Background: an optimization exercise with open tools, aiming at a short achievable clock period and few clock cycles. Do not read the settings as production practice.
Only simulation tests tie the RTL to the original design; equivalence was not proved.
Power figures rest on the tool's default switching activity, not on a simulated workload.

==> flow/design.v (outline; a module is shown in full before it is edited, if it fits) <==
// module divider: 94 lines
// module clz32: 34 lines
// module booth_enc: 14 lines
// module mul_pp: 3029 lines
// module mul_fin: 618 lines
// module opsel: 29 lines
// module ifpred: 48 lines
// module cpu: 429 lines
module cpu(
    input clk_in,
    input reset,
    input [31:0] imem,
    input [31:0] ram_out,
    output [31:0] dmem_in,
    output [2:0] select,
    output [31:0] alu_r,
    output [31:0] pc,
    output [31:0] addr,
    output cs,
    output dm_w,
    output dm_r
    );
  // ...
==> flow/flow/run.sh <==
#!/bin/bash
# Own layout flow: the standard ORFS flow (standard synthesis unchanged),
# with the resizer allowed to swap cells across footprints, 8x-drive port
# buffers, timing repair aimed at a 4.4 ns cycle (an 11.6 ns setup margin on
# the design's 16 ns clock), and wider slew and capacitance margins.
set -uo pipefail
bash standard.sh \
  MATCH_CELL_FOOTPRINT=0 \
  "BUFFER_PORTS_ARGS=-buffer_cell sky130_fd_sc_hd__buf_8" \
  SETUP_SLACK_MARGIN=11.6 \
  CAP_MARGIN=35 \
  SLEW_MARGIN=30 \
  finish > standard_flow.log 2>&1
status=$?
tail -20 standard_flow.log
exit $status
==> flow/standard.sh <==
#!/bin/bash
# synth_recipe.tcl (not shown) runs the flow's synth.tcl, then flattens the netlist and writes it again
# the make line also repeats each setting of config.mk as NAME=value (left out here)
make -C /OpenROAD-flow-scripts/flow DESIGN_CONFIG=/design/flow/config.mk WORK_HOME=/design/flow/orfs CLKGATE_MAP_FILE= SYNTH_SCRIPT=/design/flow/synth_recipe.tcl "${@:-finish}"
==> flow/config.mk <==
export PLATFORM = sky130hd
export DESIGN_NAME = cpu
export DESIGN_NICKNAME = cpu
export VERILOG_FILES = /design/flow/design.v
export SDC_FILE = /design/flow/constraint.sdc
export NUM_CORES = 8
export LEC_CHECK = 0
export CAP_MARGIN = 20
export CORE_MARGIN = 2
export CORE_UTILIZATION = 40
export PLACE_DENSITY = 0.6
export SETUP_SLACK_MARGIN = 3
export SLEW_MARGIN = 20
export SYNTH_HIERARCHICAL = 1
==> flow/constraint.sdc <==
create_clock -name core_clock -period 16.0 [get_ports {clk_in}]
set_input_delay 3.2000 -clock core_clock [delete_from_list [all_inputs] [get_ports {clk_in}]]
set_output_delay 3.2000 -clock core_clock [all_outputs]
set_load 0.01 [all_outputs]
==> summary.md, run 1 <==
| Metric | Value |
|---|---|
| Mapped Cells | `19,065` |
| Pint | `19.2 mW` |
| Crit share post-route | `0.324` |
| Largest stage delay, worst path | `780 ps` |
| Outcome | `complete, no violations` |
| Most common cell after layout, fill and taps aside | `edfxtp_1` |
| Total grt overflow | `0` |
| First-pass GRT wire length | `1,430,000 microns` |
| Tot Pwr | `31.3 mW` |
| Worst vdd ir | `143 uV` |
| Core Area | `0.491 sq mm` |
| Syn. warnings | `8` |
| Buffer share of cell area | `0.0640` |
| Share of cells above drive strength 1 | `0.199` |
| CTS sink cnt | `3,233` |
| Worst-Margin Slew | `1260 ps` |
| Vias in the first global route | `166,262` |
| Finished Cell Area | `0.230 sq mm` |
| Multi-input gate share of total cell area | `0.429` |
| Die width | `706 microns` |
| Worst path depth | `1` |
| Most frequent cells in the layout | `edfxtp_1 (2,735), nand3_1 (2,202), nand2_1 (1,546)` |
| Hold Buf Count CTS | `0` |
| Largest register by flop count | `cp0r.r` |
| Worst-Skew Late Latency | `1090 ps` |
| Arrival time worst endpoint | `1980 ps` |
| Inst Count DP | `24,525` |
| CTS max path bufs | `4` |
| Leakage power | `83.2 nW` |
Testbench counts, summed over its fixed seeds: cycles 138,658.
==> module divider, before the edit <==
module divider(
    input clk,
    input rst,
    input start,
    input sgn,
    input [31:0] a,
    input [31:0] b,
    output busy,
    output done,
    output [31:0] q,
    output [31:0] r,
    output qn,
    output rn
    );
    localparam IDLE = 2'd0, NORM = 2'd1, SHIFT = 2'd2, ITER = 2'd3;
    reg [1:0]  st;
    reg [31:0] A, B;
    reg [33:0] B3;           
    reg [4:0]  SH;
    reg [31:0] R, Q;
    reg [31:0] D1;           
    reg [31:0] E;            
    reg [32:0] E3;           
    reg [4:0]  cnt;
    reg        qneg, rneg;
    wire [5:0]  za6, zb6;
    clz32 cza(.v(A), .n(za6));
    clz32 czb(.v(B), .n(zb6));
    wire [4:0]  sh = zb6[4:0] - za6[4:0];
    wire        bz = (B == 32'h0);
    wire        alb = (A < B);
    wire [65:0] b3s = {32'b0, B3} << SH;
    wire [63:0] b1s = {32'b0, B} << SH;
    wire [34:0] t3 = {3'b0, R} - {2'b0, E3};
    wire [32:0] t2 = {1'b0, R} - {1'b0, D1};
    wire [32:0] t1 = {1'b0, R} - {1'b0, E};
    wire        c3 = ~t3[34];
    wire        c2 = ~t2[32];
    wire        c1 = ~t1[32];
    wire        two = (cnt != 5'd0);    
    wire [1:0]  dig = c3 ? 2'd3 : c2 ? 2'd2 : c1 ? 2'd1 : 2'd0;
    wire [31:0] rn2 = c3 ? t3[31:0] : c2 ? t2[31:0] : c1 ? t1[31:0] : R;
    wire [31:0] rn1 = c2 ? t2[31:0] : R;
    wire        last = (cnt[4:1] == 4'd0);    
    assign busy = (st != IDLE);
    assign done = ((st == NORM) & (bz | alb)) | ((st == ITER) & last);
    assign q = (st == NORM) ? (bz ? 32'hFFFFFFFF : 32'h0) :
               (two ? {Q[29:0], dig} : {Q[30:0], c2});
    assign r = (st == NORM) ? A : (two ? rn2 : rn1);
    assign qn = qneg;
    assign rn = rneg;
    always @(posedge clk or posedge rst) begin
        if (rst) begin
            st <= IDLE;
        end else begin
            case (st)
            IDLE:  if (start) st <= NORM;
            NORM:  st <= (bz | alb) ? IDLE : SHIFT;
            SHIFT: st <= ITER;
            ITER:  if (last) st <= IDLE;
            endcase
        end
    end
    always @(posedge clk) begin
        case (st)
        IDLE: if (start) begin
            A    <= (sgn & a[31]) ? -a : a;
            B    <= (sgn & b[31]) ? -b : b;
            qneg <= sgn & (a[31] ^ b[31]);
            rneg <= sgn & a[31];
        end
        NORM: begin
            B3  <= {2'b0, B} + {1'b0, B, 1'b0};
            SH  <= sh;
        end
        SHIFT: begin
            R   <= A;
            Q   <= 32'h0;
            D1  <= b1s[31:0];
            E   <= b1s[32:1];
            E3  <= b3s[33:1];
            cnt <= SH;
        end
        ITER: begin
            R   <= rn2;
            Q   <= {Q[29:0], dig};
            D1  <= D1 >> 2;
            E   <= E >> 2;
            E3  <= E3 >> 2;
            cnt <= cnt - 5'd2;
        end
        endcase
    end
endmodule
==> module opsel, before the edit <==
module opsel(
    input [31:0] res,       
    input [31:0] ram,       
    input [31:0] prod,      
    input [31:0] ro,        
    input s_a,              
    input s_lw,             
    input s_lh,             
    input s_lb,             
    input s_sh,             
    input s_sb,             
    input s_mu,             
    input s_o,              
    output [31:0] v
    );
    genvar i;
    generate
        for (i = 0; i < 32; i = i + 1) begin : b
            wire ld;
            if (i < 8)
                assign ld = (s_lw & ram[i]) | (s_lh & ram[i+16]) | (s_lb & ram[i+24]);
            else if (i < 16)
                assign ld = (s_lw & ram[i]) | (s_lh & ram[i+16]) | (s_sb & ram[31]);
            else
                assign ld = (s_lw & ram[i]) | (s_sh & ram[31]);
            assign v[i] = (s_a & res[i]) | ld | (s_mu & prod[i]) | (s_o & ro[i]);
        end
    endgenerate
endmodule
==> module ifpred, before the edit <==
module ifpred(
    input [31:0] imem,
    input [29:0] pcw4,        
    input [3:0]  pchi,        
    input [1:0]  pclo,        
    input [31:0] r31,
    output [31:0] pred,
    output pt                 
    );
    wire [5:0]  f_op   = imem[31:26];
    wire [5:0]  f_fn   = imem[5:0];
    wire        f_r    = (f_op == 6'b000000);
    wire        f_same = (imem[25:21] == imem[20:16]);
    wire        f_j    = (f_op[5:1] == 5'b00001);
    wire        f_beq  = (f_op == 6'b000100);
    wire        f_bne  = (f_op == 6'b000101);
    wire        f_bgez = (f_op == 6'b000001);
    wire        f_short = (imem[15:8] == 8'h00) | (imem[15:8] == 8'hFF);
    wire        f_bpt  = f_short & ((f_beq & (f_same | imem[15])) | (f_bne & ~f_same) | f_bgez);
    wire        f_jr   = f_r & (f_fn == 6'b001000);
    wire        f_sys  = f_r & (f_fn[5:1] == 5'b00110);
    wire        f_teq  = f_r & (f_fn == 6'b110100);
    wire        f_tpt  = f_sys | (f_teq & f_same);
    wire [7:0]  k_g0 = pcw4[7:0] & imem[7:0];
    wire [7:0]  k_p0 = pcw4[7:0] ^ imem[7:0];
    wire [7:0]  k_g1 = k_g0 | ({k_p0[7:1], 1'b0} & {k_g0[6:0], 1'b0});
    wire [7:0]  k_p1 = k_p0 & {k_p0[6:0], 1'b0};
    wire [7:0]  k_g2 = k_g1 | ({k_p1[7:2], 2'b0} & {k_g1[5:0], 2'b0});
    wire [7:0]  k_p2 = k_p1 & {k_p1[5:0], 2'b0};
    wire [7:0]  k_g3 = k_g2 | ({k_p2[7:4], 4'b0} & {k_g2[3:0], 4'b0});
    wire [7:0]  f_lo  = k_p0 ^ {k_g3[6:0], 1'b0};
    wire        f_c8  = k_g3[7];
    wire        f_bok = f_bpt & (f_c8 == imem[15]);
    wire [31:0] f_jt   = {pchi, imem[25:0], 2'b00};
    wire        f_hnone = ~(f_j | f_jr | f_tpt);
    wire [21:0] f_pred_h = ({22{f_j}}     & f_jt[31:10]) |
                           ({22{f_jr}}    & r31[31:10]) |
                           ({22{f_tpt}}   & 22'h001000) |
                           ({22{f_hnone}} & pcw4[29:8]);
    wire        f_lnone = ~(f_j | f_bok | f_jr | f_tpt);
    wire [9:0]  f_pred_l = ({10{f_j}}     & f_jt[9:0]) |
                           ({10{f_bok}}   & {f_lo, pclo}) |
                           ({10{f_jr}}    & r31[9:0]) |
                           ({10{f_tpt}}   & 10'h004) |
                           ({10{f_lnone}} & {pcw4[7:0], pclo});
    assign pred = {f_pred_h, f_pred_l};
    assign pt = f_bok | f_tpt;
endmodule
==> run 2, diff against run 1 <==
--- a/flow/design.v
+++ b/flow/design.v
@@ -1,8 +1,70 @@
+module addk #(parameter W = 32, parameter L = 5) (    
+    input  [W-1:0] a,
+    input  [W-1:0] b,
+    input          cin,
+    output [W-1:0] s,
+    output         cout
+    );
+    wire [W-1:0] g [0:L];
+    wire [W-1:0] p [0:L];
+    wire [W-1:0] p0 = a ^ b;
+    assign g[0] = (a & b) | {{(W-1){1'b0}}, p0[0] & cin};
+    assign p[0] = p0;
+    genvar l, i;
+    generate
+        for (l = 0; l < L; l = l + 1) begin : lev
+            for (i = 0; i < W; i = i + 1) begin : bt
+                if (i >= (1 << l)) begin : m
+                    assign g[l+1][i] = g[l][i] | (p[l][i] & g[l][i-(1<<l)]);
+                    assign p[l+1][i] = p[l][i] & p[l][i-(1<<l)];
+                end else begin : k
+                    assign g[l+1][i] = g[l][i];
+                    assign p[l+1][i] = p[l][i];
+                end
+            end
+        end
+    endgenerate
+    assign s    = p0 ^ {g[L][W-2:0], cin};
+    assign cout = g[L][W-1];
+endmodule
+module alu(
+    input  [31:0] a,
+    input  [31:0] b,
+    input         sub,       
+    input         logic_op,  
+    input  [3:0]  lop,       
+    input         sll,
+    input         srl,
+    input         sra,
+    input         slt,
+    input         sltu,
+    output [31:0] res,       
+    output [31:0] sum,
+    output [31:0] lg
+    );
+    wire        cout;
+    addk #(32, 5) add(.a(a), .b(b ^ {32{sub}}), .cin(sub), .s(sum), .cout(cout));
+    wire        ltu = ~cout;
+    wire        lts = (a[31] ^ b[31]) ? a[31] : sum[31];
+    genvar i;
+    generate
+        for (i = 0; i < 32; i = i + 1) begin : lgu
+            assign lg[i] = lop[{a[i], b[i]}];
+        end
+    endgenerate
+    wire        big  = |a[31:5];
+    wire [31:0] shl  = b << a[4:0];
+    wire [63:0] shr64 = {{32{sra & b[31]}}, b} >> a[4:0];
+    assign res = ({32{logic_op}} & lg) |
+                 ({32{sll}}      & (big ? 32'h0 : shl)) |
+                 ({32{srl | sra}} & (big ? {32{sra & b[31]}} : shr64[31:0])) |
+                 {31'b0, (slt & lts) | (sltu & ltu)};
+endmodule
 module divider(
     input clk,
     input rst,
     input start,
     input sgn,
     input [31:0] a,
     input [31:0] b,
     output busy,
@@ -18,59 +80,62 @@
     reg [33:0] B3;           
     reg [4:0]  SH;
     reg [31:0] R, Q;
     reg [31:0] D1;           
     reg [31:0] E;            
     reg [32:0] E3;           
     reg [4:0]  cnt;
     reg        qneg, rneg;
+    reg        qk, bz;        
     wire [5:0]  za6, zb6;
     clz32 cza(.v(A), .n(za6));
     clz32 czb(.v(B), .n(zb6));
     wire [4:0]  sh = zb6[4:0] - za6[4:0];
-    wire        bz = (B == 32'h0);
-    wire        alb = (A < B);
+    wire [31:0] na = (sgn & a[31]) ? -a : a;
+    wire [31:0] nb = (sgn & b[31]) ? -b : b;
     wire [65:0] b3s = {32'b0, B3} << SH;
     wire [63:0] b1s = {32'b0, B} << SH;
     wire [34:0] t3 = {3'b0, R} - {2'b0, E3};
     wire [32:0] t2 = {1'b0, R} - {1'b0, D1};
     wire [32:0] t1 = {1'b0, R} - {1'b0, E};
     wire        c3 = ~t3[34];
     wire        c2 = ~t2[32];
     wire        c1 = ~t1[32];
     wire        two = (cnt != 5'd0);    
     wire [1:0]  dig = c3 ? 2'd3 : c2 ? 2'd2 : c1 ? 2'd1 : 2'd0;
     wire [31:0] rn2 = c3 ? t3[31:0] : c2 ? t2[31:0] : c1 ? t1[31:0] : R;
     wire [31:0] rn1 = c2 ? t2[31:0] : R;
     wire        last = (cnt[4:1] == 4'd0);    
     assign busy = (st != IDLE);
-    assign done = ((st == NORM) & (bz | alb)) | ((st == ITER) & last);
+    assign done = ((st == NORM) & qk) | ((st == ITER) & last);
     assign q = (st == NORM) ? (bz ? 32'hFFFFFFFF : 32'h0) :
                (two ? {Q[29:0], dig} : {Q[30:0], c2});
     assign r = (st == NORM) ? A : (two ? rn2 : rn1);
     assign qn = qneg;
     assign rn = rneg;
     always @(posedge clk or posedge rst) begin
         if (rst) begin
             st <= IDLE;
         end else begin
             case (st)
             IDLE:  if (start) st <= NORM;
-            NORM:  st <= (bz | alb) ? IDLE : SHIFT;
+            NORM:  st <= qk ? IDLE : SHIFT;
             SHIFT: st <= ITER;
             ITER:  if (last) st <= IDLE;
             endcase
         end
     end
     always @(posedge clk) begin
         case (st)
         IDLE: if (start) begin
-            A    <= (sgn & a[31]) ? -a : a;
-            B    <= (sgn & b[31]) ? -b : b;
+            A    <= na;
+            B    <= nb;
+            bz   <= (nb == 32'h0);
+            qk   <= (nb == 32'h0) | (na < nb);
             qneg <= sgn & (a[31] ^ b[31]);
             rneg <= sgn & a[31];
         end
         NORM: begin
             B3  <= {2'b0, B} + {1'b0, B, 1'b0};
             SH  <= sh;
         end
         SHIFT: begin
@@ -3166,17 +3231,18 @@
 assign rows[237] = c812;
 assign rows[238] = pp15_32;
 assign rows[239] = pp16_30;
 assign rows[240] = pp15_33;
 assign rows[241] = pp16_31;
 endmodule
 module mul_fin(
     input [241:0] rows,
-    output [63:0] p);
+    output [63:0] s,
+    output [63:0] c);
 wire s1;
 wire c2;
 wire s3;
 wire c4;
 wire s5;
 wire c6;
 wire s7;
 wire c8;
@@ -3651,17 +3717,16 @@
 assign s235 = s113 ^ rows[233] ^ c112;
 assign c236 = (s113 & rows[233]) | (s113 & c112) | (rows[233] & c112);
 assign s237 = s115 ^ rows[237] ^ c114;
 assign c238 = (s115 & rows[237]) | (s115 & c114) | (rows[237] & c114);
 assign s239 = s117 ^ 1'b1 ^ c116;
 assign c240 = (s117 & 1'b1) | (s117 & c116) | (1'b1 & c116);
 assign s241 = rows[240] ^ rows[241] ^ c118;
 assign c242 = (rows[240] & rows[241]) | (rows[240] & c118) | (rows[241] & c118);
-wire [63:0] s, c;
 assign s[0] = rows[0];
 assign c[0] = rows[1];
 assign s[1] = rows[2];
 assign c[1] = 1'b0;
 assign s[2] = s119;
 assign c[2] = rows[5];
 assign s[3] = s121;
 assign c[3] = c120;
@@ -3780,94 +3845,77 @@
 assign s[60] = s235;
 assign c[60] = c234;
 assign s[61] = s237;
 assign c[61] = c236;
 assign s[62] = s239;
 assign c[62] = c238;
 assign s[63] = s241;
 assign c[63] = c240;
-assign p = s + c;
 endmodule
 module opsel(
-    input [31:0] res,       
-    input [31:0] ram,       
+    input [31:0] sum,       
+    input [31:0] oth,       
     input [31:0] prod,      
     input [31:0] ro,        
-    input s_a,              
-    input s_lw,             
-    input s_lh,             
-    input s_lb,             
-    input s_sh,             
-    input s_sb,             
-    input s_mu,             
-    input s_o,              
+    input [31:0] imm,       
+    input s_sum,
+    input s_oth,
+    input s_mu,
+    input s_o,
+    input s_imm,
     output [31:0] v
     );
-    genvar i;
-    generate
-        for (i = 0; i < 32; i = i + 1) begin : b
-            wire ld;
-            if (i < 8)
-                assign ld = (s_lw & ram[i]) | (s_lh & ram[i+16]) | (s_lb & ram[i+24]);
-            else if (i < 16)
-                assign ld = (s_lw & ram[i]) | (s_lh & ram[i+16]) | (s_sb & ram[31]);
-            else
-                assign ld = (s_lw & ram[i]) | (s_sh & ram[31]);
-            assign v[i] = (s_a & res[i]) | ld | (s_mu & prod[i]) | (s_o & ro[i]);
-        end
-    endgenerate
+    assign v = ({32{s_sum}} & sum) | ({32{s_oth}} & oth) | ({32{s_mu}} & prod) |
+               ({32{s_o}} & ro) | ({32{s_imm}} & imm);
 endmodule
-module ifpred(
+module ifpred #(parameter LO = 0, parameter HI = 31) (
     input [31:0] imem,
     input [29:0] pcw4,        
     input [3:0]  pchi,        
     input [1:0]  pclo,        
     input [31:0] r31,
-    output [31:0] pred,
-    output pt                 
+    input        sel_p,       
+    input [31:0] alt,         
+    output [HI:LO] npc,
+    output pt,                
+    output jrp                
     );
     wire [5:0]  f_op   = imem[31:26];
     wire [5:0]  f_fn   = imem[5:0];
     wire        f_r    = (f_op == 6'b000000);
-    wire        f_same = (imem[25:21] == imem[20:16]);
     wire        f_j    = (f_op[5:1] == 5'b00001);
     wire        f_beq  = (f_op == 6'b000100);
     wire        f_bne  = (f_op == 6'b000101);
     wire        f_bgez = (f_op == 6'b000001);
-    wire        f_short = (imem[15:8] == 8'h00) | (imem[15:8] == 8'hFF);
-    wire        f_bpt  = f_short & ((f_beq & (f_same | imem[15])) | (f_bne & ~f_same) | f_bgez);
+    wire        f_b    = (f_beq & imem[15]) | f_bne | f_bgez;
     wire        f_jr   = f_r & (f_fn == 6'b001000);
-    wire        f_sys  = f_r & (f_fn[5:1] == 5'b00110);
-    wire        f_teq  = f_r & (f_fn == 6'b110100);
-    wire        f_tpt  = f_sys | (f_teq & f_same);
+    wire        f_tpt  = f_r & (f_fn[5:1] == 5'b00110);    
     wire [7:0]  k_g0 = pcw4[7:0] & imem[7:0];
     wire [7:0]  k_p0 = pcw4[7:0] ^ imem[7:0];
     wire [7:0]  k_g1 = k_g0 | ({k_p0[7:1], 1'b0} & {k_g0[6:0], 1'b0});
     wire [7:0]  k_p1 = k_p0 & {k_p0[6:0], 1'b0};
     wire [7:0]  k_g2 = k_g1 | ({k_p1[7:2], 2'b0} & {k_g1[5:0], 2'b0});
     wire [7:0]  k_p2 = k_p1 & {k_p1[5:0], 2'b0};
     wire [7:0]  k_g3 = k_g2 | ({k_p2[7:4], 4'b0} & {k_g2[3:0], 4'b0});
     wire [7:0]  f_lo  = k_p0 ^ {k_g3[6:0], 1'b0};
-    wire        f_c8  = k_g3[7];
-    wire        f_bok = f_bpt & (f_c8 == imem[15]);
-    wire [31:0] f_jt   = {pchi, imem[25:0], 2'b00};
-    wire        f_hnone = ~(f_j | f_jr | f_tpt);
-    wire [21:0] f_pred_h = ({22{f_j}}     & f_jt[31:10]) |
-                           ({22{f_jr}}    & r31[31:10]) |
-                           ({22{f_tpt}}   & 22'h001000) |
-                           ({22{f_hnone}} & pcw4[29:8]);
-    wire        f_lnone = ~(f_j | f_bok | f_jr | f_tpt);
-    wire [9:0]  f_pred_l = ({10{f_j}}     & f_jt[9:0]) |
-                           ({10{f_bok}}   & {f_lo, pclo}) |
-                           ({10{f_jr}}    & r31[9:0]) |
-                           ({10{f_tpt}}   & 10'h004) |
-                           ({10{f_lnone}} & {pcw4[7:0], pclo});
-    assign pred = {f_pred_h, f_pred_l};
-    assign pt = f_bok | f_tpt;
+    wire [31:0] f_jt  = {pchi, imem[25:0], 2'b00};
+    wire [31:0] f_pc4 = {pcw4, pclo};
+    wire [31:0] f_bt  = {pcw4[29:8], f_lo, pclo};
+    wire [31:0] f_tv  = 32'h00400004;
+    wire        f_none = ~(f_j | f_b | f_jr | f_tpt);
+    wire [31:0] pred = ({32{f_j}}    & f_jt) |
+                       ({32{f_b}}    & f_bt) |
+                       ({32{f_jr}}   & r31) |
+                       ({32{f_tpt}}  & f_tv) |
+                       ({32{f_none}} & f_pc4);
+    wire [31:0] n = ({32{sel_p}} & pred) | ({32{~sel_p}} & alt);
+    assign npc = n[HI:LO];
+    assign pt  = f_b;
+    assign jrp = f_jr;
 endmodule
 module cpu(
     input clk_in,
     input reset,
     input [31:0] imem,
     input [31:0] ram_out,
     output [31:0] dmem_in,
     output [2:0] select,
@@ -3881,71 +3929,74 @@
     genvar gi;
     reg  [31:0] PC;
     reg         i_valid;
     reg  [31:0] IR;
     reg  [31:0] i_pc;
     reg  [31:0] i_pc4;
     reg         i_pt;           
     reg  [31:0] i_pnpc;         
+    reg  [31:0] i_rsoh, i_rtoh;   
     reg         e_valid;
     reg  [31:0] e_a, e_b, e_s;        
     reg  [31:0] e_pc, e_pc4;
     reg  [29:0] e_bt;
     reg  [31:0] e_pnpc;
     reg         e_pt;
     reg  [4:0]  e_dst;          
     reg  [4:0]  e_ldst;         
     reg  [4:0]  e_rd;           
     reg  e_arith, e_sub, e_logic, e_slt, e_sltu;
     reg  [3:0]  e_lop;          
     reg  e_sll, e_srl, e_sra, e_link, e_mfhi, e_mflo, e_mfc0, e_clz;
     reg  e_beq, e_bne, e_bgez, e_jr, e_teq, e_sys, e_brk, e_eret, e_mtc0;
     reg  e_load, e_store, e_mul, e_multu, e_div, e_divu, e_mthi, e_mtlo;
-    reg  [2:0]  e_sel;
     reg  [2:0]  e_ldt;
     reg         m_cs, m_r, m_w;
     reg  [31:0] m_addr;
-    reg  [31:0] m_alu;
     reg  [31:0] m_din;
     reg  [2:0]  m_sel;
-    reg  [2:0]  m_ldt;
-    reg         m_ld;
     reg  [4:0]  m_rd;
     reg         m_mul, m_multu;
     reg  [241:0] m_rows;        
-    reg         p_ld;
+    reg         q_en;           
+    reg  [4:0]  q_addr;
+    reg  [31:0] q_data;
+    reg         p_ld;           
+    reg         p_multu;
+    reg  [31:0] p_hs, p_hc;     
+    reg         p_hci;          
     reg  [4:0]  p_rd;
     reg  [31:0] ld_res;
     reg  [31:0] HI, LO;
     reg         hneg, lneg;
     reg         hv, lv;
     assign pc      = PC;
     assign addr    = m_addr;
-    assign alu_r   = m_alu;
+    assign alu_r   = m_addr;
     assign dmem_in = m_din;
     assign select  = m_sel;
     assign cs      = m_cs;
     assign dm_r    = m_r;
     assign dm_w    = m_w;
-    wire        wa_en;  wire [4:0] wa_addr; wire [31:0] wa_data;
-    wire        wb_en;  wire [4:0] wb_addr; wire [31:0] wb_data;
+    wire        wa_en;  wire [4:0] wa_addr; wire [31:0] wa_data;    
+    wire        wb_en;  wire [4:0] wb_addr; wire [31:0] wb_data;    
     wire [31:0] rf [0:31];
     assign rf[0] = 32'h0;
     generate
         for (gi = 1; gi < 32; gi = gi + 1) begin : gpr
             reg [31:0] r;
             reg        v;
-            wire       wea = wa_en && wa_addr == gi;
+            wire       wea = q_en && q_addr == gi;
             wire       web = wb_en && wb_addr == gi;
             always @(posedge clk_in or posedge reset)
                 if (reset) v <= 1'b0;
                 else if (wea | web) v <= 1'b1;
             always @(posedge clk_in)
-                if (wea) r <= wa_data;
+                if (wea) r <= q_data;
                 else if (web) r <= wb_data;
             assign rf[gi] = v ? r : 32'h0;
         end
     endgenerate
     wire        c_mtc0_en, c_exc_en, c_eret_en;
     wire [4:0]  c_cause;
     wire [31:0] c_wdata;
     wire [31:0] cp0 [0:31];
@@ -3966,20 +4017,28 @@
                 else if (c_exc_en && gi == 13) r <= {24'b0, c_cause, 2'b0};
                 else if (we_e) r <= {5'b0, cp0[12][31:5]};
             assign cp0[gi] = v ? r : 32'h0;
         end
     endgenerate
     wire [31:0] EPC = cp0[14];
     wire [29:0] f_pcw4 = PC[31:2] + 30'd1;
     wire [31:0] f_pc4  = {f_pcw4, PC[1:0]};
-    wire [31:0] f_pred;
-    wire        f_pt;
-    ifpred ifp(.imem(imem), .pcw4(f_pcw4), .pchi(PC[31:28]), .pclo(PC[1:0]), .r31(rf[31]),
-               .pred(f_pred), .pt(f_pt));
+    wire        f_pt, f_jrp;
+    wire        pc_sel_p;
+    wire [31:0] pc_alt;
+    wire [31:0] pc_d;
+    ifpred #(0, 7) ifp0(.imem(imem), .pcw4(f_pcw4), .pchi(PC[31:28]), .pclo(PC[1:0]), .r31(rf[31]),
+               .sel_p(pc_sel_p), .alt(pc_alt), .npc(pc_d[7:0]), .pt(f_pt), .jrp(f_jrp));
+    ifpred #(8, 15) ifp1(.imem(imem), .pcw4(f_pcw4), .pchi(PC[31:28]), .pclo(PC[1:0]), .r31(rf[31]),
+               .sel_p(pc_sel_p), .alt(pc_alt), .npc(pc_d[15:8]), .pt(), .jrp());
+    ifpred #(16, 23) ifp2(.imem(imem), .pcw4(f_pcw4), .pchi(PC[31:28]), .pclo(PC[1:0]), .r31(rf[31]),
+               .sel_p(pc_sel_p), .alt(pc_alt), .npc(pc_d[23:16]), .pt(), .jrp());
+    ifpred #(24, 31) ifp3(.imem(imem), .pcw4(f_pcw4), .pchi(PC[31:28]), .pclo(PC[1:0]), .r31(rf[31]),
+               .sel_p(pc_sel_p), .alt(pc_alt), .npc(pc_d[31:24]), .pt(), .jrp());
     wire [5:0] op = IR[31:26];
     wire [5:0] fn = IR[5:0];
     wire [4:0] rs = IR[25:21];
     wire [4:0] rt = IR[20:16];
     wire [4:0] rd = IR[15:11];
     wire       rty = (op == 6'b000000);
     wire d_add   = rty & (fn == 6'b100000);
     wire d_addu  = rty & (fn == 6'b100001);
@@ -4033,106 +4092,159 @@
     wire d_clz   = (op == 6'b011100) & (fn == 6'b100000);
     wire d_eret  = (op == 6'b010000) & (fn == 6'b011000);
     wire d_mfc0  = (op == 6'b010000) & (rs == 5'b00000);
     wire d_mtc0  = (op == 6'b010000) & (rs == 5'b00100);
     wire d_load  = d_lb | d_lh | d_lw | d_lbu | d_lhu;
     wire d_store = d_sb | d_sh | d_sw;
     wire d_hilo  = d_mfhi | d_mflo | d_mthi | d_mtlo | d_multu | d_div | d_divu;
     wire d_shimm = d_sll | d_srl | d_sra;
-    wire d_wrt   = d_addi | d_addiu | d_slti | d_sltiu | d_andi | d_ori | d_xori | d_lui | d_mfc0;
+    wire d_wrt   = d_addi | d_addiu | d_slti | d_sltiu | d_andi | d_ori | d_xori | d_lui | d_mfc0 | d_load;
     wire d_wrd   = d_add | d_addu | d_sub | d_subu | d_and | d_or | d_xor | d_nor | d_slt | d_sltu |
                    d_sll | d_srl | d_sra | d_sllv | d_srlv | d_srav | d_jalr | d_mfhi | d_mflo | d_clz;
     wire [4:0] d_dst  = d_jal ? 5'd31 : d_wrt ? rt : d_wrd ? rd : 5'd0;
-    wire [4:0] d_ldst = d_load ? rt : d_mul ? rd : 5'd0;
+    wire [4:0] d_ldst = d_mul ? rd : 5'd0;
     wire d_urs = ~(d_shimm | d_jal | (op == 6'b000010) | d_lui | d_mfhi | d_mflo | d_syscall | d_break |
                    d_eret | d_mfc0 | d_mtc0);
     wire d_urt = d_add | d_addu | d_sub | d_subu | d_and | d_or | d_xor | d_nor | d_slt | d_sltu |
                  d_shimm | d_sllv | d_srlv | d_srav | d_multu | d_div | d_divu | d_teq |
                  d_store | d_beq | d_bne | d_mul | d_mtc0;
     wire        d_imm_s = d_addi | d_addiu | d_slti | d_sltiu | d_load;
     wire        d_imm_z = d_andi | d_ori | d_xori | d_store;
     wire [31:0] d_imm   = d_lui   ? {IR[15:0], 16'h0} :
                           d_imm_s ? {{16{IR[15]}}, IR[15:0]} :
                                     {16'h0, IR[15:0]};
     wire        d_bimm  = d_imm_s | d_imm_z | d_lui;
-    wire [29:0] d_bt = i_pc4[31:2] + {{14{IR[15]}}, IR[15:0]};
+    wire [29:0] d_bt;
+    addk #(30, 5) abt(.a(i_pc4[31:2]), .b({{14{IR[15]}}, IR[15:0]}), .cin(1'b0), .s(d_bt), .cout());
     wire div_busy, dv_done;
-    wire ex_haz_ld  = e_valid & (e_load | e_mul) & (e_ldst != 5'd0) &
+    wire ex_haz_ld  = e_valid & e_mul & (e_ldst != 5'd0) &
                       (((e_ldst == rs) & d_urs) | ((e_ldst == rt) & d_urt));
-    wire        m_byp = m_ld | m_mul;
+    wire        m_byp = m_mul;
     wire [31:0] m_res;
-    wire [31:0] ld_data;
-    wire haz_hl     = d_hilo & ((e_valid & (e_multu | e_div | e_divu)) | (div_busy & ~dv_done));
-    wire stall      = i_valid & (ex_haz_ld | haz_hl);
+    wire haz_hl     = d_hilo & ((e_valid & (e_multu | e_div | e_divu)) | m_multu | (div_busy & ~dv_done));
+    wire haz_ag;
+    wire stall      = i_valid & (ex_haz_ld | haz_hl | haz_ag);
     wire [31:0] epc_id = (e_valid & e_mtc0 & (e_rd == 5'd14)) ? S :
                          (e_valid & trap) ? e_pc : EPC;
-    wire d_bpt = (d_beq & ((rs == rt) | IR[15])) | (d_bne & (rs != rt)) | d_bgez;
-    wire id_br  = d_bpt & ~i_pt;
-    wire id_redirect = i_valid & (d_eret | id_br);
-    wire [31:0] id_target = d_eret ? epc_id : {d_bt, i_pc[1:0]};
     wire [31:0] m_prod;
-    wire        m_lw  = m_ld & m_ldt[2];
-    wire        m_lh  = m_ld & m_ldt[1];
-    wire        m_lb  = m_ld & ~m_ldt[2] & ~m_ldt[1];
-    wire        m_sh  = m_ld & ~m_ldt[2] & m_ldt[0];
-    wire        m_sb  = m_lb & m_ldt[0];
     wire        sa_rs = wa_en & (wa_addr == rs);
     wire        sm_rs = ~sa_rs & m_byp & (m_rd == rs);
     wire        so_rs = ~sa_rs & ~sm_rs;
-    wire [31:0] ro_rs = (wb_en & (wb_addr == rs)) ? wb_data : rf[rs];
+    reg  [31:0] rfr_rs, rfr_rt;
+    integer ri;
+    always @(*) begin
+        rfr_rs = 32'h0;
+        rfr_rt = 32'h0;
+        for (ri = 1; ri < 32; ri = ri + 1) begin
+            rfr_rs = rfr_rs | ({32{i_rsoh[ri]}} & rf[ri]);
+            rfr_rt = rfr_rt | ({32{i_rtoh[ri]}} & rf[ri]);
+        end
+    end
+    wire        qa_rs = q_en & (q_addr == rs);
+    wire        wb_rs = ~qa_rs & wb_en & (wb_addr == rs);
+    wire [31:0] ro_rs = qa_rs ? q_data : wb_rs ? wb_data : rfr_rs;
     wire [31:0] rs_val;
-    opsel osa(.res(wa_data), .ram(ram_out), .prod(m_prod), .ro(ro_rs),
-              .s_a(sa_rs), .s_lw(sm_rs & m_lw), .s_lh(sm_rs & m_lh), .s_lb(sm_rs & m_lb),
-              .s_sh(sm_rs & m_sh), .s_sb(sm_rs & m_sb), .s_mu(sm_rs & m_mul), .s_o(so_rs),
-              .v(rs_val));
+    opsel osa(.sum(sum), .oth(res_o), .prod(m_prod), .ro(ro_rs), .imm(32'h0),
+              .s_sum(sa_rs & e_arith), .s_oth(sa_rs & ~e_arith), .s_mu(sm_rs), .s_o(so_rs),
+              .s_imm(1'b0), .v(rs_val));
+    wire [31:0] a_val;
+    opsel oaa(.sum(sum), .oth(res_o), .prod(m_prod), .ro(ro_rs), .imm({27'b0, IR[10:6]}),
+              .s_sum(~d_shimm & sa_rs & e_arith), .s_oth(~d_shimm & sa_rs & ~e_arith),
+              .s_mu(~d_shimm & sm_rs), .s_o(~d_shimm & so_rs), .s_imm(d_shimm), .v(a_val));
     wire        sa_rt = wa_en & (wa_addr == rt);
     wire        sm_rt = ~sa_rt & m_byp & (m_rd == rt);
     wire        so_rt = ~sa_rt & ~sm_rt;
-    wire [31:0] ro_rt = (wb_en & (wb_addr == rt)) ? wb_data : rf[rt];
+    wire        qa_rt = q_en & (q_addr == rt);
+    wire [31:0] ro_rt = qa_rt ? q_data : (wb_en & (wb_addr == rt)) ? wb_data : rfr_rt;
     wire [31:0] rt_val;
-    opsel ost(.res(wa_data), .ram(ram_out), .prod(m_prod), .ro(ro_rt),
-              .s_a(sa_rt), .s_lw(sm_rt & m_lw), .s_lh(sm_rt & m_lh), .s_lb(sm_rt & m_lb),
-              .s_sh(sm_rt & m_sh), .s_sb(sm_rt & m_sb), .s_mu(sm_rt & m_mul), .s_o(so_rt),
-              .v(rt_val));
-    wire [31:0] A = e_a;
-    wire [31:0] B = e_b;
-    wire [31:0] S = e_s;
-    wire [32:0] sum33 = {1'b0, A} + {1'b0, B ^ {32{e_sub}}} + {32'b0, e_sub};
-    wire [31:0] sum   = sum33[31:0];
-    wire        ltu   = ~sum33[32];
-    wire        lts   = (A[31] ^ B[31]) ? A[31] : sum[31];
-    wire [31:0] lg;
+    opsel ost(.sum(sum), .oth(res_o), .prod(m_prod), .ro(ro_rt), .imm(32'h0),
+              .s_sum(sa_rt & e_arith), .s_oth(sa_rt & ~e_arith), .s_mu(sm_rt), .s_o(so_rt),
+              .s_imm(1'b0), .v(rt_val));
+    wire [31:0] b_val;
+    opsel obb(.sum(sum), .oth(res_o), .prod(m_prod), .ro(ro_rt), .imm(d_imm),
+              .s_sum(~d_bimm & sa_rt & e_arith), .s_oth(~d_bimm & sa_rt & ~e_arith),
+              .s_mu(~d_bimm & sm_rt), .s_o(~d_bimm & so_rt), .s_imm(d_bimm), .v(b_val));
+    assign haz_ag = (d_load | d_store) & ~so_rs;
+    wire [31:0] d_maddr;
+    addk #(32, 5) aag(.a(ro_rs), .b(d_imm), .cin(1'b0), .s(d_maddr), .cout());
+    wire [31:0] fres;
+    wire        e_fast;
+    wire [31:0] zr, sr;         
+    assign zr[0] = 1'b1;
+    assign sr[0] = 1'b0;
     generate
-        for (gi = 0; gi < 32; gi = gi + 1) begin : lgu
-            assign lg[gi] = e_lop[{A[gi], B[gi]}];
+        for (gi = 1; gi < 32; gi = gi + 1) begin : zfl
+            assign zr[gi] = ~|rf[gi];
+            assign sr[gi] = rf[gi][31];
         end
     endgenerate
-    wire        sh_big = |A[31:5];
-    wire [31:0] sh_l   = B << A[4:0];
-    wire [63:0] sh_r64 = {{32{e_sra & B[31]}}, B} >> A[4:0];
-    wire [31:0] sh_r   = sh_r64[31:0];
+    wire        z_ro   = qa_rs ? ~|q_data : wb_rs ? ~|wb_data : |(i_rsoh & zr);
+    wire        s_ro   = qa_rs ? q_data[31] : wb_rs ? wb_data[31] : |(i_rsoh & sr);
+    wire [31:0] x_b    = B ^ {32{e_sub}};
+    wire        x_az   = ((A ^ x_b) ^ {(A[30:0] | x_b[30:0]), e_sub}) == 32'h0;
+    wire        z_ex   = e_arith ? x_az : e_logic ? ~|lg : ~|e_pc4;
+    wire        z_rs   = sa_rs ? z_ex : z_ro;
+    wire        s_rs   = sa_rs ? (e_logic ? lg[31] : e_pc4[31]) : s_ro;
+    wire        rs_ok  = ~sm_rs & (~sa_rs | e_fast);
+    wire        rs_sok = ~sm_rs & (~sa_rs | e_logic | e_link);
+    wire        d_br   = d_beq | d_bne | d_bgez;
+    wire        d_same = (rs == rt);
+    wire        br_ok  = (d_bgez & rs_sok) | ((d_beq | d_bne) & (d_same | ((rt == 5'd0) & rs_ok)));
+    wire        eq_id  = d_same | z_rs;
+    wire        tk_id  = (d_beq & eq_id) | (d_bne & ~eq_id) | (d_bgez & ~s_rs);
+    wire        d_bpt  = (d_beq & (d_same | IR[15])) | (d_bne & ~d_same) | d_bgez;
+    wire [8:0]  d_lo9  = {1'b0, i_pc4[9:2]} + {1'b0, IR[7:0]};
+    wire        if_ok  = ((IR[15:8] == 8'h00) | (IR[15:8] == 8'hFF)) & (d_lo9[8] == IR[15]);
+    wire        d_jx   = d_jr | d_jalr;
+    wire [31:0] f_rs   = sa_rs ? (e_logic ? lg : e_pc4) : ro_rs;
+    wire        jx_ok  = d_jalr & rs_sok;
+    wire        jx_mis = jx_ok;
+    wire        br_tk  = br_ok ? tk_id : d_bpt;
+    wire        br_mis = d_br & ((br_tk != i_pt) | (br_tk & ~if_ok));
+    wire        tq_tk  = d_teq & d_same;
+    wire id_redirect = i_valid & ~stall & (d_eret | br_mis | jx_mis | tq_tk);
+    wire [31:0] id_target = d_eret ? epc_id :
+                            d_jalr ? f_rs :
+                            d_teq  ? 32'h00400004 :
+                            br_tk  ? {d_bt, i_pc[1:0]} : i_pc4;
+    wire [31:0] A = e_a;
+    wire [31:0] B = e_b;
+    wire [31:0] S = e_s;
+    wire [31:0] alu_res, sum, lg;      
+    alu al(.a(A), .b(B), .sub(e_sub), .logic_op(e_logic), .lop(e_lop),
+           .sll(e_sll), .srl(e_srl), .sra(e_sra), .slt(e_slt), .sltu(e_sltu),
+           .res(alu_res), .sum(sum), .lg(lg));
     wire [5:0] clz_n;
     clz32 cz(.v(A), .n(clz_n));
     wire [31:0] hi_val = hv ? (hneg ? -HI : HI) : 32'h0;
     wire [31:0] lo_val = lv ? (lneg ? -LO : LO) : 32'h0;
+    assign e_fast = e_arith | e_logic | e_link;
+    assign fres   = ({32{e_arith}} & sum) | ({32{e_logic}} & lg) | ({32{e_link}} & e_pc4);
     wire [31:0] other = ({32{e_link}} & e_pc4) |
                         ({32{e_mfhi}} & hi_val) |
                         ({32{e_mflo}} & lo_val) |
                         ({32{e_mfc0}} & cp0[e_rd]) |
                         ({32{e_clz}}  & {26'b0, clz_n});
-    wire [31:0] res = ({32{e_arith}} & sum) |
-                      ({32{e_logic}} & lg) |
-                      ({32{e_sll}}  & (sh_big ? 32'h0 : sh_l)) |
-                      ({32{e_srl | e_sra}} & (sh_big ? {32{e_sra & B[31]}} : sh_r)) |
-                      {31'b0, (e_slt & lts) | (e_sltu & ltu)} |
-                      other;
+    wire [31:0] ld_data = e_ldt[2] ? ram_out :
+                          e_ldt[1] ? {{16{e_ldt[0] & ram_out[31]}}, ram_out[31:16]} :
+                                     {{24{e_ldt[0] & ram_out[31]}}, ram_out[31:24]};
+    wire [31:0] res_o = alu_res | ({32{e_load}} & ld_data) | other;
+    wire [31:0] res = e_arith ? sum : res_o;
     assign wa_en   = e_valid & (e_dst != 5'd0);
     assign wa_addr = e_dst;
     assign wa_data = res;
+    always @(posedge clk_in or posedge reset) begin
+        if (reset) q_en <= 1'b0;
+        else       q_en <= wa_en;
+    end
+    always @(posedge clk_in) begin
+        q_addr <= wa_addr;
+        q_data <= res;
+    end
     wire eq    = (A == S);
     wire taken = (e_beq & eq) | (e_bne & ~eq) | (e_bgez & ~A[31]);
     wire trap  = e_sys | e_brk | (e_teq & eq);
     wire mis   = ((e_beq | e_bne | e_bgez) & (taken != e_pt)) |
                  (e_teq & (eq != e_pt)) |
                  (e_jr & (A != e_pnpc));
     wire redirect = e_valid & mis;
     wire [31:0] rtarget = e_jr   ? A :
@@ -4141,57 +4253,58 @@
     assign c_mtc0_en = e_valid & e_mtc0;
     assign c_exc_en  = e_valid & trap;
     assign c_eret_en = e_valid & e_eret;
     assign c_cause   = e_brk ? 5'b01001 : e_sys ? 5'b01000 : 5'b01101;
     assign c_wdata   = S;
     wire [241:0] t_rows;
     mul_pp mpp(.a(A), .b(S), .rows(t_rows));
     wire id_go = i_valid & ~stall & ~redirect;
+    assign pc_sel_p = ~redirect & ~id_redirect & ~stall;
+    assign pc_alt   = redirect ? rtarget : id_redirect ? id_target : PC;
     always @(posedge clk_in or posedge reset) begin
         if (reset) begin
             PC      <= 32'h00400000;
             i_valid <= 1'b0;
             e_valid <= 1'b0;
         end else begin
             e_valid <= id_go;
-            if (redirect) begin
-                PC      <= rtarget;
-                i_valid <= 1'b0;
-            end else if (id_redirect) begin
-                PC      <= id_target;
+            PC      <= pc_d;
+            if (redirect | id_redirect)
                 i_valid <= 1'b0;
-            end else if (!stall) begin
-                PC      <= f_pred;
+            else if (!stall)
                 i_valid <= 1'b1;
-            end
         end
     end
     always @(posedge clk_in) begin
+        i_rsoh <= 32'd1 << (stall ? IR[25:21] : imem[25:21]);
+        i_rtoh <= 32'd1 << (stall ? IR[20:16] : imem[20:16]);
+    end
+    always @(posedge clk_in) begin
         if (!stall) begin
             IR     <= imem;
             i_pc   <= PC;
             i_pc4  <= f_pc4;
             i_pt   <= f_pt;
-            i_pnpc <= rf[31];
+            i_pnpc <= f_jrp ? rf[31] : f_pc4;
         end
     end
     always @(posedge clk_in) begin
-        e_a    <= d_shimm ? {27'b0, IR[10:6]} : rs_val;
-        e_b    <= d_bimm ? d_imm : rt_val;
+        e_a    <= a_val;
+        e_b    <= b_val;
         e_s    <= rt_val;
         e_pc   <= i_pc;
         e_pc4  <= i_pc4;
         e_bt   <= d_bt;
-        e_pnpc <= i_pnpc;
-        e_pt   <= i_pt | id_br;
+        e_pnpc <= jx_ok ? f_rs : i_pnpc;
+        e_pt   <= d_br ? br_tk : tq_tk;
         e_dst  <= d_dst;
         e_ldst <= d_ldst;
         e_rd   <= rd;
-        e_arith <= d_add | d_addu | d_addi | d_addiu | d_load | d_store | d_sub | d_subu;
+        e_arith <= d_add | d_addu | d_addi | d_addiu | d_sub | d_subu;
         e_sub  <= d_sub | d_subu | d_slt | d_slti | d_sltu | d_sltiu;
         e_logic <= d_and | d_andi | d_or | d_ori | d_xor | d_xori | d_nor | d_lui;
         e_lop  <= (d_and | d_andi) ? 4'b1000 :
                   (d_or  | d_ori)  ? 4'b1110 :
                   (d_xor | d_xori) ? 4'b0110 :
                   d_nor            ? 4'b0001 : 4'b1010;
         e_slt  <= d_slt | d_slti;
         e_sltu <= d_sltu | d_sltiu;
@@ -4215,81 +4328,87 @@
         e_load <= d_load;
         e_store <= d_store;
         e_mul  <= d_mul;
         e_multu <= d_multu;
         e_div  <= d_div;
         e_divu <= d_divu;
         e_mthi <= d_mthi;
         e_mtlo <= d_mtlo;
-        e_sel  <= d_sb ? 3'b001 : d_sh ? 3'b010 : 3'b100;
         e_ldt  <= {d_lw, d_lh | d_lhu, d_lb | d_lh};
     end
     always @(posedge clk_in or posedge reset) begin
         if (reset) begin
             m_cs <= 1'b0; m_r <= 1'b0; m_w <= 1'b0;
-            m_ld <= 1'b0; m_mul <= 1'b0; m_multu <= 1'b0;
+            m_mul <= 1'b0; m_multu <= 1'b0;
         end else begin
-            m_cs    <= e_valid & (e_load | e_store);
-            m_r     <= e_valid & e_load;
-            m_w     <= e_valid & e_store;
-            m_ld    <= e_valid & e_load & (e_ldst != 5'd0);
+            m_cs    <= id_go & (d_load | d_store);
+            m_r     <= id_go & d_load;
+            m_w     <= id_go & d_store;
             m_mul   <= e_valid & e_mul & (e_ldst != 5'd0);
             m_multu <= e_valid & e_multu;
         end
     end
     always @(posedge clk_in) begin
-        if (e_load | e_store) m_addr <= sum;
-        m_alu  <= sum;
-        m_din  <= S;
-        m_sel  <= e_sel;
-        m_ldt  <= e_ldt;
+        m_addr <= d_maddr;
+        m_din  <= rt_val;
+        m_sel  <= d_sb ? 3'b001 : d_sh ? 3'b010 : 3'b100;
         m_rd   <= e_ldst;
         if (e_mul | e_multu) m_rows <= t_rows;
     end
-    assign ld_data = m_ldt[2] ? ram_out :
-                     m_ldt[1] ? {{16{m_ldt[0] & ram_out[31]}}, ram_out[31:16]} :
-                                {{24{m_ldt[0] & ram_out[31]}}, ram_out[31:24]};
-    wire [63:0] m_p64;
-    mul_fin mfin(.rows(m_rows), .p(m_p64));
-    assign m_prod = m_p64[31:0];
-    assign m_res = m_mul ? m_prod : ld_data;
+    wire [63:0] m_fs, m_fc;
+    mul_fin mfin(.rows(m_rows), .s(m_fs), .c(m_fc));
+    wire [32:0] m_lo33;
+    addk #(32, 5) amlo(.a(m_fs[31:0]), .b(m_fc[31:0]), .cin(1'b0), .s(m_lo33[31:0]), .cout(m_lo33[32]));
+    assign m_prod = m_lo33[31:0];
+    wire [31:0] p_hi;
+    addk #(32, 5) aphi(.a(p_hs), .b(p_hc), .cin(p_hci), .s(p_hi), .cout());
+    assign m_res = m_prod;
     wire m_kill = wa_en & (wa_addr == m_rd);
     always @(posedge clk_in or posedge reset) begin
         if (reset) begin
             p_ld <= 1'b0;
         end else begin
             p_ld <= m_byp & ~m_kill;
         end
     end
     always @(posedge clk_in) begin
         p_rd   <= m_rd;
         ld_res <= m_res;
+        if (m_multu) begin
+            p_hs  <= m_fs[63:32];
+            p_hc  <= m_fc[63:32];
+            p_hci <= m_lo33[32];
+        end
+    end
+    always @(posedge clk_in or posedge reset) begin
+        if (reset) p_multu <= 1'b0;
+        else       p_multu <= m_multu;
     end
     assign wb_en   = p_ld;
     assign wb_addr = p_rd;
     assign wb_data = ld_res;
     wire [31:0] dv_q, dv_r;
     wire        dv_qn, dv_rn;
     divider dv(
         .clk(clk_in), .rst(reset),
         .start(e_valid & (e_div | e_divu)), .sgn(e_div),
         .a(A), .b(S),
         .busy(div_busy), .done(dv_done), .q(dv_q), .r(dv_r), .qn(dv_qn), .rn(dv_rn));
-    wire hi_we = (e_valid & e_mthi) | m_multu | dv_done;
+    wire hi_we = (e_valid & e_mthi) | p_multu | dv_done;
     wire lo_we = (e_valid & e_mtlo) | m_multu | dv_done;
     always @(posedge clk_in or posedge reset) begin
         if (reset) begin
             hv <= 1'b0; lv <= 1'b0;
         end else begin
             if (hi_we) hv <= 1'b1;
             if (lo_we) lv <= 1'b1;
         end
     end
     always @(posedge clk_in) begin
         if (e_valid & e_mthi) begin HI <= A; hneg <= 1'b0; end
-        else if (m_multu) begin HI <= m_p64[63:32]; hneg <= 1'b0; end
+        else if (p_multu) begin HI <= p_hi; hneg <= 1'b0; end
         else if (dv_done) begin HI <= dv_r; hneg <= dv_rn; end
         if (e_valid & e_mtlo) begin LO <= A; lneg <= 1'b0; end
-        else if (m_multu) begin LO <= m_p64[31:0]; lneg <= 1'b0; end
+        else if (m_multu) begin LO <= m_prod; lneg <= 1'b0; end
         else if (dv_done) begin LO <= dv_q; lneg <= dv_qn; end
     end
 endmodule
==> run 2 against run 1 <==
- still clean on timing, DRC and antenna
- cell count decreased by 1.3%
- maximum frequency grew 1.9%
- first-iteration DRC count down 17%
- clock-buffer cell count fell by 5
- sequential share of layout area down 0.80 points
- setup slack better by 96 ps
- via count is 1.6% lower
- flip-flop and latch count is 97 higher
- worst hold slack got worse by 76 ps
- clock power up 3.3%
- critical path type unchanged
==> summary.md, run 2 <==
| Metric | Value |
|---|---|
| Mapped Cells | `18,226 (was 19,065)` |
| Achievable Freq | `0.197 GHz (was 0.193 GHz)` |
| Setup TNS | `0 ps (unchanged)` |
| Hold Violations, Final | `0 (unchanged)` |
| Multi-input gate area | `0.105 sq mm (was 0.0987 sq mm)` |
| Setup ws final | `10,920 ps (was 10,820 ps)` |
| Worst-Margin Slew | `1200 ps (was 1260 ps)` |
| Gr usage total | `0.427 (was 0.412)` |
| Placement Setup Slack | `9510 ps (was 9800 ps)` |
| Cts bufs inserted | `384 (was 369)` |
| Finished Cell Area | `0.241 sq mm (was 0.230 sq mm)` |
| Worst-path cell chain | `buf_8 (unchanged)` |
| Post-route ant nets | `0 (unchanged)` |
| Post-DP HPWL | `758,000 microns (was 677,000 microns)` |
| Biggest regs | `cp0r.r x1024, gpr.r x992, m_rows x242 (unchanged)` |
| Share of cells above drive strength 1 | `0.253 (was 0.199)` |
| RR Endpoint | `PC[30] (was HI[17])` |
| Worst path depth | `1 (unchanged)` |
| Largest net degree at the start of global routing | `126 (was 163)` |
| Tmin final | `5080 ps (was 5180 ps)` |
| Final setup viols | `0 (unchanged)` |
| Most common cell after layout, fill and taps aside | `edfxtp_1 (unchanged)` |
| Reg area | `0.0954 sq mm (was 0.0930 sq mm)` |
| DIE HEIGHT | `719 microns (was 706 microns)` |
| Initial core utilization | `0.402 (about the same)` |
| WL final | `1,150,000 microns (was 1,080,000 microns)` |
| Number of DRC markers in iteration 0 | `32,211 (was 38,727)` |
| Ports | `200 (unchanged)` |
| Hold path cells | `0 (unchanged)` |
| CTS max path bufs | `4 (unchanged)` |
| CTS Root Cell | `clkbuf_16 (unchanged)` |
| WL/cell | `45.4 microns (was 42.0 microns)` |
| Die ar. | `0.517 sq mm (was 0.499 sq mm)` |
| Area grow syn2layout | `17.7% (was 16.7%)` |
| Slowest CP cell | `dfstp_4 (was edfxtp_1)` |
| Setup crit end | `pc[22] (was addr[18])` |
| Power Density | `144 mW/mm^2 (was 136 mW/mm^2)` |
| Max-slew headroom | `0.194 (was 0.159)` |
| Leakage power | `85.2 nW (was 83.2 nW)` |
| RSZ-0062 raised after global routing | `yes (unchanged)` |
| Kind of critical path | `register to primary output (unchanged)` |
| Worst vdd ir | `167 uV (was 143 uV)` |
| Site Rows | `262 (was 257)` |
| Startpoint types | `register (unchanged)` |
| Max reg flops | `1,024 (unchanged)` |
| Core Area | `0.509 sq mm (was 0.491 sq mm)` |
| Number of max-cap violations | `0 (unchanged)` |
| Largest stage delay, worst path | `660 ps (was 780 ps)` |
| Initial antenna violation count | `126 (was 130)` |
| Dpl cell area | `0.216 sq mm (was 0.208 sq mm)` |
| Worst Setup SP | `PC[22] (was m_addr[18])` |
| Final Skew | `125 ps (was 86.7 ps)` |
| Placer Congestion | `1.10 (was 1.06)` |
| Crit-path leading delay family | `flip-flops (unchanged)` |
| Fillers | `46,146 (was 45,156)` |
| Worst EP required | `12,800 ps (about the same)` |
| CP max FO | `2 (was 1)` |
| Hold Path Class | `register to register (unchanged)` |
| Crit share post-route | `0.318 (was 0.324)` |
| Drt pass-1 iters | `11 (was 15)` |
| Syn avg cell area | `11.2 sq um (was 10.4 sq um)` |
| Bufs and invs on worst path | `1 (unchanged)` |
| Mapped cell area | `0.205 sq mm (was 0.197 sq mm)` |
| Die width | `719 microns (was 706 microns)` |
| Via-per-instance ratio | `7.15 (was 7.17)` |
| Largest register by flop count | `cp0r.r (unchanged)` |
| CTS tree | `yes (unchanged)` |
| Drt drc | `0 (unchanged)` |
| Critical R2R Launch | `m_din[5] (was m_rows[15])` |
| First-pass GRT wire length | `1,520,000 microns (was 1,430,000 microns)` |
| Arrival time worst endpoint | `1880 ps (was 1980 ps)` |
| Vias in the first global route | `168,401 (was 166,262)` |
| Vias | `181,779 (was 184,712)` |
| Reg clk slew, reported paths | `60 ps (was 70 ps)` |
| Max-slew violations | `0 (unchanged)` |
| Syn. warnings | `10 (was 8)` |
| Total grt overflow | `0 (unchanged)` |
| Most frequent cells in the layout | `edfxtp_1 (2,770), a22oi_1 (1,558), nand2_1 (1,259) (was edfxtp_1 (2,735), nand3_1 (2,202), nand2_1 (1,546))` |
| Outcome | `complete, no violations (unchanged)` |
| CTS sink cnt | `3,330 (was 3,233)` |
| Worst-Skew Late Latency | `1120 ps (was 1090 ps)` |
| Worst setup EP type | `primary output (unchanged)` |
| IO Port Bufs | `199 (unchanged)` |
| H-tree depth | `5 (unchanged)` |
| Worst R2R Setup Slack | `11,050 ps (was 11,040 ps)` |
| Final net count | `19,244 (was 19,727)` |
| Reg2Reg Depth | `19 (was 18)` |
==> run 2: cell types whose count changed in the layout (fill, tap and decap cells not counted), moves of 252 or more <==
cell and delta:
nand3_1 -1903, nand4_1 -252, mux2_2 +610, a22oi_1 +523, nand2_1 -287, o21ai_0 -266
==> run 2: area by class of cell <==
| class | count | area share |
|---|---|---|
| Multi-Input combinational cell | 12445 | 0.437 |
| Sequential cell | 3330 | 0.396 |
| Timing Repair Buffer | 1462 | 0.0666 |
| Clock buffer | 470 | 0.0426 |
| Tap cell | 6732 | 0.0350 |
| Clock inverter | 246 | 0.0116 |
| Inverter | 650 | 0.0103 |
| Antenna cell | 79 | 0.000821 |
==> run 2: metrics by stage <==
step	power, mW	hold slack [ps]	cells	utilization
after floorplan	19.7	323	18293	-
after global placement	23.2	324	24036	0.421
after detailed placement	23.3	327	24110	0.424
after CTS	33.5	246	25163	0.464
after global routing	35.7	259	25347	0.473
final	34.6	245	25414	0.473
==> run 2: per-layer routing <==
layer | part of all wire | global-route usage | vias to the layer above | wire (microns)
li1 | - | - | 69320 | -
met1 | 0.34 | 0.515 | 90413 | 397000
met2 | 0.41 | 0.612 | 16979 | 471000
met3 | 0.14 | 0.160 | 4997 | 164000
met4 | 0.10 | 0.338 | 70 | 120000
met5 | 0.0011 | 0.0108 | - | 1300
==> run 2: where the power goes <==
group	internal [mW]	leakage, nW	switching [mW]
combinational	5.07	48.3	8.52
sequential	10.7	30.5	1.00
clock	5.28	6.34	4.08
total	21.1	85.2	13.6
==> run 2: timing repair <==
action | in CTS | in global routing
resized for setup | 1079 | 484
setup endpoints to repair | 740 | 481
gates cloned | 45 | 10
buffers inserted | 292 | 137
pin swaps | 173 | 177
hold buffers | 0 | 0
endpoints found under the hold margin | 0 | 0
==> run 2: worst min-delay path by stage <==
stage / from / to
2_1_floorplan: i_pc[10] / e_pc[10]
3_3_place_gp: i_pc[16] / e_pc[16]
3_5_place_dp: i_pc[24] / e_pc[24]
4_1_cts: i_pc[3] / e_pc[3]
5_1_grt: i_pc[3] / e_pc[3]
6_report: i_pc[3] / e_pc[3]
Testbench counts of run 2, summed over its fixed seeds: cycles 134,369.

-- static timing again, ports no longer ideal --
In the flow no input, the clock included, has a driving cell. The finished layouts below were timed again as built, in two steps. Step 1 sets driving cells, clkbuf_16 on the clock port and buf_2 on the other inputs (assumed; they add their load-dependent delay and slew). Step 2 adds t to the input delays and takes it off the output delays; t is the mean of the earliest and latest rising clock arrival at the registers after step 1. Input paths then give back, and output paths get back, about the clock's delay inside the block. a / b / c = ideal / step 1 / step 2; a / b = the first two.
run	shift t [ns]	setup WS [ns]	worst setup path after step 2
run 1	1.174	10.819 / 10.691 / 10.403	input to register
run 2	1.178	10.915 / 10.780 / 10.427	input to register
After both steps every run listed still meets setup and hold. The setup slack of run 2, which loses most, moves by -0.135 ns with the drivers and by -0.488 ns with both steps.
